This design comes from an exercise in tuning for small area and a short achievable clock period on the open sky130 flow, not from production work. The RTL was checked by simulation tests, not by an equivalence proof against the original design. Power is estimated from default activity; no workload was simulated.

==> run a: inputs <==
Design singlecycle, start of the top module:
module singlecycle (
    input  logic        i_clk, i_reset,
    input  logic [31:0] i_io_sw,
    input  logic [31:0] i_instr,
    output logic [31:0] o_pc_debug,
    output logic [31:0] o_io_ledr,
    output logic [31:0] o_io_ledg,
    output logic [31:0] o_io_lcd,
    output logic [31:0] o_io_hex0, o_io_hex1, o_io_hex2, o_io_hex3,
    output logic [31:0] o_io_hex4, o_io_hex5, o_io_hex6, o_io_hex7
);
    logic [31:0] pc;
    logic [31:0] ledr, ledg, lcd, hex30, hex74, swt;
    logic [31:1] rf_v;                  
    logic        s_we;                  
    logic        s_st;                  
    logic        s_ld;                  
    logic [4:0]  s_rd;
    logic [2:0]  s_f3;                  
    logic        s_alt;                 
    logic [2:0]  s_fn;                  
    logic [31:0] s_a, s_b;
    logic [31:0]      wb;               
    logic [32*32-1:0] rf_all;           
    logic [64*32-1:0] mem_all;          
    logic [31:0]      pc_next;
    logic [39:0]      io_en;            
    logic [31:0]      io_d;             
    logic             wen, st_ok, ld_in, alt_in;
    logic [4:0]       rd_in;
    logic [2:0]       f3_in, fn_in;
    logic [31:0]      a_in, b_in;
    logic             mem_we;
    logic [3:0]       s_lane;
    logic [31:0]      s_sdat;
    s1_logic u_s1 (
        .ins(i_instr), .rf_all(rf_all), .rf_v(rf_v), .wb(wb), .s_we(s_we), .s_rd(s_rd),
        .pc(pc), .swt(swt),
        .rst(i_reset), .pc_next(pc_next), .io_en(io_en), .io_d(io_d),
  ...
==> module singlecycle, before the edit <==
module singlecycle (
    input  logic        i_clk, i_reset,
    input  logic [31:0] i_io_sw,
    input  logic [31:0] i_instr,
    output logic [31:0] o_pc_debug,
    output logic [31:0] o_io_ledr,
    output logic [31:0] o_io_ledg,
    output logic [31:0] o_io_lcd,
    output logic [31:0] o_io_hex0, o_io_hex1, o_io_hex2, o_io_hex3,
    output logic [31:0] o_io_hex4, o_io_hex5, o_io_hex6, o_io_hex7
);
    logic [31:0] pc;
    logic [31:0] ledr, ledg, lcd, hex30, hex74, swt;
    logic [31:1] rf_v;                  
    logic        s_we;                  
    logic        s_st;                  
    logic        s_ld;                  
    logic [4:0]  s_rd;
    logic [2:0]  s_f3;                  
    logic        s_alt;                 
    logic [2:0]  s_fn;                  
    logic [31:0] s_a, s_b;
    logic [31:0]      wb;               
    logic [32*32-1:0] rf_all;           
    logic [64*32-1:0] mem_all;          
    logic [31:0]      pc_next;
    logic [39:0]      io_en;            
    logic [31:0]      io_d;             
    logic             wen, st_ok, ld_in, alt_in;
    logic [4:0]       rd_in;
    logic [2:0]       f3_in, fn_in;
    logic [31:0]      a_in, b_in;
    logic             mem_we;
    logic [3:0]       s_lane;
    logic [31:0]      s_sdat;
    s1_logic u_s1 (
        .ins(i_instr), .rf_all(rf_all), .rf_v(rf_v), .wb(wb), .s_we(s_we), .s_rd(s_rd),
        .pc(pc), .swt(swt),
        .rst(i_reset), .pc_next(pc_next), .io_en(io_en), .io_d(io_d),
        .wen(wen), .st_ok(st_ok), .ld(ld_in), .alt(alt_in), .rd(rd_in), .f3(f3_in),
        .fn(fn_in), .a_in(a_in), .b_in(b_in));
    s2_logic u_s2 (
        .s_a(s_a), .s_b(s_b), .s_f3(s_f3), .s_fn(s_fn), .s_alt(s_alt), .s_ld(s_ld),
        .s_st(s_st), .mem_all(mem_all), .ledr(ledr), .ledg(ledg), .hex30(hex30),
        .hex74(hex74), .lcd(lcd),
        .wb(wb), .mem_we(mem_we), .lane(s_lane), .sdat(s_sdat));
    assign rf_all[31:0] = 32'b0;
    genvar g;
    generate
        for (g = 1; g < 32; g++) begin : R
            logic [31:0] q;
            always_ff @(posedge i_clk)
                if (s_we && s_rd == g) q <= wb;
            assign rf_all[32 * g +: 32] = q;
        end
    endgenerate
    always_ff @(posedge i_clk or posedge i_reset)
        if (i_reset) rf_v <= '0;
        else if (s_we) rf_v[s_rd] <= 1'b1;
    generate
        for (g = 0; g < 64; g++) begin : M
            logic [31:0] q;
            wire we = mem_we && s_a[7:2] == g;
            always_ff @(posedge i_clk) begin
                if (we && s_lane[0]) q[7:0]   <= s_sdat[7:0];
                if (we && s_lane[1]) q[15:8]  <= s_sdat[15:8];
                if (we && s_lane[2]) q[23:16] <= s_sdat[23:16];
                if (we && s_lane[3]) q[31:24] <= s_sdat[31:24];
            end
            assign mem_all[32 * g +: 32] = q;
        end
    endgenerate
    always_ff @(posedge i_clk or posedge i_reset)
        if (i_reset) pc <= 32'b0;
        else         pc <= pc_next;
    assign o_pc_debug = pc;
    logic [31:0] io_q [0:4];
    generate
        for (g = 0; g < 5; g++) begin : IO
            always_ff @(posedge i_clk)
                for (int k = 0; k < 4; k++) begin
                    if (io_en[8 * g + k])     io_q[g][8 * k +: 7] <= io_d[8 * k +: 7];
                    if (io_en[8 * g + 4 + k]) io_q[g][8 * k + 7]  <= io_d[8 * k + 7];
                end
        end
    endgenerate
    assign ledr  = io_q[0];
    assign ledg  = io_q[1];
    assign hex30 = io_q[2];
    assign hex74 = io_q[3];
    assign lcd   = io_q[4];
    always_ff @(posedge i_clk or posedge i_reset)
        if (i_reset) swt <= 32'b0;
        else         swt <= i_io_sw;
    assign o_io_ledr = ledr;
    assign o_io_ledg = ledg;
    assign o_io_lcd  = lcd;
    assign o_io_hex0 = {25'b0, hex30[6:0]};
    assign o_io_hex1 = {25'b0, hex30[14:8]};
    assign o_io_hex2 = {25'b0, hex30[22:16]};
    assign o_io_hex3 = {25'b0, hex30[30:24]};
    assign o_io_hex4 = {25'b0, hex74[6:0]};
    assign o_io_hex5 = {25'b0, hex74[14:8]};
    assign o_io_hex6 = {25'b0, hex74[22:16]};
    assign o_io_hex7 = {25'b0, hex74[30:24]};
    always_ff @(posedge i_clk or posedge i_reset)
        if (i_reset) s_we <= 1'b0;
        else         s_we <= wen;
    always_ff @(posedge i_clk) begin
        s_st  <= st_ok & ~i_reset;
        s_ld  <= ld_in;
        s_rd  <= rd_in;
        s_f3  <= f3_in;
        s_alt <= alt_in;
        s_fn  <= fn_in;
        s_a   <= a_in;
        s_b   <= b_in;
    end
endmodule
clock: 30.0 ns
lec_check: 0
cap_margin: 35
core_margin: 2
core_utilization: 30
place_density: 0.55
slew_margin: 35
synth_hierarchical: 1
standard.sh (not shown) runs the stock make flow with config.mk's settings and CLKGATE_MAP_FILE= SYNTH_SCRIPT=/design/flow/synth_recipe.tcl, a recipe that flattens the netlist after the stock synthesis.
==> flow/flow/run.sh <==
#!/bin/bash
# Layout flow: the standard ORFS flow (standard.sh) with these changes:
#  - repair_timing aims at 21 ns of setup slack, so the resizer sizes and buffers
#    the critical paths instead of stopping once the 30 ns clock is met;
#  - clock tree sinks are clustered 25 to a buffer and CTS adds no dummy loads;
#  - ports are buffered with buf_2 cells.
# The synthesis, floorplan, power grid, SDC and clock period are the standard ones.
set -euo pipefail
export SETUP_SLACK_MARGIN=21
export CTS_ARGS="-sink_clustering_enable -repair_clock_nets -sink_clustering_size 25 -sink_clustering_max_diameter 100 -dont_use_dummy_load"
export BUFFER_PORTS_ARGS="-buffer_cell sky130_fd_sc_hd__buf_2"
bash standard.sh > standard.log 2>&1
==> run b (differences from run a) <==
--- a/flow/design.v
+++ b/flow/design.v
@@ -54,21 +54,26 @@
             assign rf_all[32 * g +: 32] = q;
         end
     endgenerate
     always_ff @(posedge i_clk or posedge i_reset)
         if (i_reset) rf_v <= '0;
         else if (s_we) rf_v[s_rd] <= 1'b1;
+    wire [3:0] lane_n = ~s_lane;
     generate
         for (g = 0; g < 64; g++) begin : M
             logic [31:0] q;
-            wire we = mem_we && s_a[7:2] == g;
+            wire we_n = ~(mem_we && s_a[7:2] == g);
+            logic [3:0] en;
+            for (genvar k = 0; k < 4; k++) begin : E
+                g_nor2 u (.a(we_n), .b(lane_n[k]), .y(en[k]));
+            end
             always_ff @(posedge i_clk) begin
-                if (we && s_lane[0]) q[7:0]   <= s_sdat[7:0];
-                if (we && s_lane[1]) q[15:8]  <= s_sdat[15:8];
-                if (we && s_lane[2]) q[23:16] <= s_sdat[23:16];
-                if (we && s_lane[3]) q[31:24] <= s_sdat[31:24];
+                if (en[0]) q[7:0]   <= s_sdat[7:0];
+                if (en[1]) q[15:8]  <= s_sdat[15:8];
+                if (en[2]) q[23:16] <= s_sdat[23:16];
+                if (en[3]) q[31:24] <= s_sdat[31:24];
             end
             assign mem_all[32 * g +: 32] = q;
         end
     endgenerate
     always_ff @(posedge i_clk or posedge i_reset)
         if (i_reset) pc <= 32'b0;
==> flow/flow/run.sh (replaced) <==
#!/bin/bash
# Layout flow: the standard ORFS flow (standard.sh) with these changes:
#  - repair_timing aims at 21 ns of setup slack, so the resizer sizes and buffers
#    the critical paths instead of stopping once the 30 ns clock is met;
#  - clock tree sinks are clustered 25 to a buffer and CTS adds no dummy loads;
#  - ports are buffered with buf_1 cells.
# The synthesis, floorplan, power grid, SDC and clock period are the standard ones.
set -euo pipefail
export SETUP_SLACK_MARGIN=21
export CTS_ARGS="-sink_clustering_enable -repair_clock_nets -sink_clustering_size 25 -sink_clustering_max_diameter 100 -dont_use_dummy_load"
export BUFFER_PORTS_ARGS="-buffer_cell sky130_fd_sc_hd__buf_1"
bash standard.sh > standard.log 2>&1
- CORE_UTILIZATION: 30 -> 45
- PLACE_DENSITY: 0.55 -> 0.6
==> run c (differences from run a) <==
--- a/flow/design.v
+++ b/flow/design.v
@@ -227,26 +227,26 @@
                       sh_w ? (ea[1] ? 4'b1100 : 4'b0011) :
                              (4'b0001 << ea);
     wire [3:0] lane_lcd = sw_w ? 4'b1111 :
                           sh_w ? (ea[1] ? 4'b0000 : 4'b0011) :
                                  (ea == 2'b00 ? 4'b0001 : 4'b0000);
     wire [3:0] lane_h7 = sw_w ? lane : sh_w ? (lane & 4'b0101) : 4'b0000;
-    logic [4:0]  pg;
-    logic [39:0] msk;
+    logic [39:0] m0, m1;
     always_comb
         for (int j = 0; j < 5; j++)
             for (int k = 0; k < 4; k++) begin
-                msk[8 * j + k]     = j == 4 ? lane_lcd[k] : lane[k];
-                msk[8 * j + 4 + k] = j == 4 ? lane_lcd[k] : (j == 2 || j == 3) ? lane_h7[k] : lane[k];
+                m0[8 * j + k]     = rst | (pg0[j] & (j == 4 ? lane_lcd[k] : lane[k]));
+                m1[8 * j + k]     = rst | (pg1[j] & (j == 4 ? lane_lcd[k] : lane[k]));
+                m0[8 * j + 4 + k] = rst | (pg0[j] & (j == 4 ? lane_lcd[k] :
+                                                     (j == 2 || j == 3) ? lane_h7[k] : lane[k]));
+                m1[8 * j + 4 + k] = rst | (pg1[j] & (j == 4 ? lane_lcd[k] :
+                                                     (j == 2 || j == 3) ? lane_h7[k] : lane[k]));
             end
     generate
-        for (gi = 0; gi < 5; gi++) begin : PG
-            g_mux2 m (.a(pg1[gi]), .b(pg0[gi]), .s(c12n), .y(pg[gi]));
-        end
         for (gi = 0; gi < 40; gi++) begin : EN
-            g_a21o e (.a1(pg[gi / 8]), .a2(msk[gi]), .b1(rst), .y(io_en[gi]));
+            g_mux2 m (.a(m1[gi]), .b(m0[gi]), .s(c12n), .y(io_en[gi]));
         end
     endgenerate
     wire [31:0] sdat = {sw_w ? rs2[31:24] : sh_w ? rs2[15:8] : rs2[7:0],
                    sw_w ? rs2[23:16] : rs2[7:0],
                    sh_w | sw_w ? rs2[15:8] : rs2[7:0],
                    rs2[7:0]};
@@ -533,9 +533,6 @@
     output logic       jmp
 );
     wire lt = ~ll4[1] | (~ee4[1] & ~ll4[0]);
     wire eq = ~ee4[1] & ~ee4[0];
     assign jmp = jal | (c_lt & lt) | (c_ge & ~lt) | (c_eq & eq) | (c_ne & ~eq);
 endmodule
-module g_a21o (input logic a1, a2, b1, output logic y);
-    assign y = (a1 & a2) | b1;
-endmodule
==> flow/flow/run.sh (replaced) <==
#!/bin/bash
# Layout flow: the standard ORFS flow (standard.sh) with these changes:
#  - repair_timing aims at 20 ns of setup slack, so the resizer sizes and buffers
#    the critical paths instead of stopping once the 30 ns clock is met;
#  - clock tree sinks are clustered 20 to a buffer and CTS adds no dummy loads;
#  - ports are buffered with buf_2 cells.
# The synthesis, floorplan, power grid, SDC and clock period are the standard ones.
set -euo pipefail
export SETUP_SLACK_MARGIN=20
export CTS_ARGS="-sink_clustering_enable -repair_clock_nets -sink_clustering_size 20 -sink_clustering_max_diameter 100 -dont_use_dummy_load"
export BUFFER_PORTS_ARGS="-buffer_cell sky130_fd_sc_hd__buf_2"
bash standard.sh > standard.log 2>&1
- PLACE_DENSITY: 0.55 -> 0.5
==> run d (differences from run a) <==
- PLACE_DENSITY: 0.55 -> 0.7
==> summary of the runs <==
Clock-buffer cell count, lowest first: run d, run a, run b, run c. Between run d and run a, the lower worst setup slack is in run a (gap 0.077 ns). Between run c and run b, the lower worst hold slack is in run c (gap 0.047 ns). Between run b and run a, the lower core utilization is in run a (gap 17 points). In sequential power, run b and run d hardly differ. Critical path depth: run d < run c < run b < run a.
==> figures <==
| quantity | run c | run d | run a | run b |
|---|---|---|---|---|
| Run status | timing/DRC/antenna clean | timing/DRC/antenna clean | timing/DRC/antenna clean | timing/DRC/antenna clean |
| Buf+Inv Stages, Crit Path | 6 | 4 | 4 | 6 |
| Post-detailed-route wirelength per cell | 39.9 um | 38.7 um | 40.2 um | 44.9 um |
| Final #Nets | 11200 | 11100 | 11100 | 11000 |
| Met2 wirelength from detailed routing | 311000 um | 276000 um | 292000 um | 289000 um |
| Worst Path Max Fanout | 34 | 27 | 23 | 14 |
| Core ar. | 490000 sq um | 489000 sq um | 489000 sq um | 323000 sq um |
| Initial antenna violation count | 58 | 80 | 88 | 68 |
| Worst-path cell with the longest stage delay | a222oi_1 | a2111oi_1 | nor4_4 | nor4_4 |
| Instance area after placement | 159000 sq um | 158000 sq um | 158000 sq um | 154000 sq um |
| Layout-to-synthesis area ratio | 1.118x | 1.151x | 1.142x | 1.129x |
| Setup slack of the critical path after layout | 19.90 ns | 20.50 ns | 20.42 ns | 20.33 ns |
| Share of total power in combinational logic | 12.6% | 13.7% | 13.6% | 14.2% |
| Vias per cell | 6.28 | 6.57 | 6.43 | 7.35 |

==> separate check: timing with driven ports <==
No port has a modelled driver above. Below, the same layouts with a new extraction and two added sets of constraints.
Step 1: set_driving_cell puts a clkbuf_16 on i_clk and a buf_2 on each other input, an assumption about the parent block.
Step 2 adds t to the input delays and takes it off the output delays; t is the mean of the earliest and latest rising clock arrival at the registers after step 1. Input paths then give back, and output paths get back, about the clock's delay inside the block.
Slacks: no drivers / after step 1 / after step 2; pairs: no drivers / after step 1.
run | t, ns | setup slack, ns | worst hold slack (ns) | worst register clock-pin slew, ns
run a | 1.098 | 20.424 / 20.134 / 19.036 | 0.531 / 0.531 / 0.531 | 0.11 / 0.11
run b | 1.018 | 20.325 / 20.394 / 19.377 | 0.556 / 0.556 / 0.556 | 0.11 / 0.11
run c | 1.056 | 19.903 / 19.884 / 18.828 | 0.509 / 0.509 / 0.509 | 0.10 / 0.10
run d | 0.982 | 20.501 / 20.257 / 19.275 | 0.518 / 0.518 / 0.518 | 0.11 / 0.11
After both steps every run listed still meets setup and hold. The setup slack of run a, which loses most, moves by -0.290 ns with the drivers and by -1.388 ns with both steps.
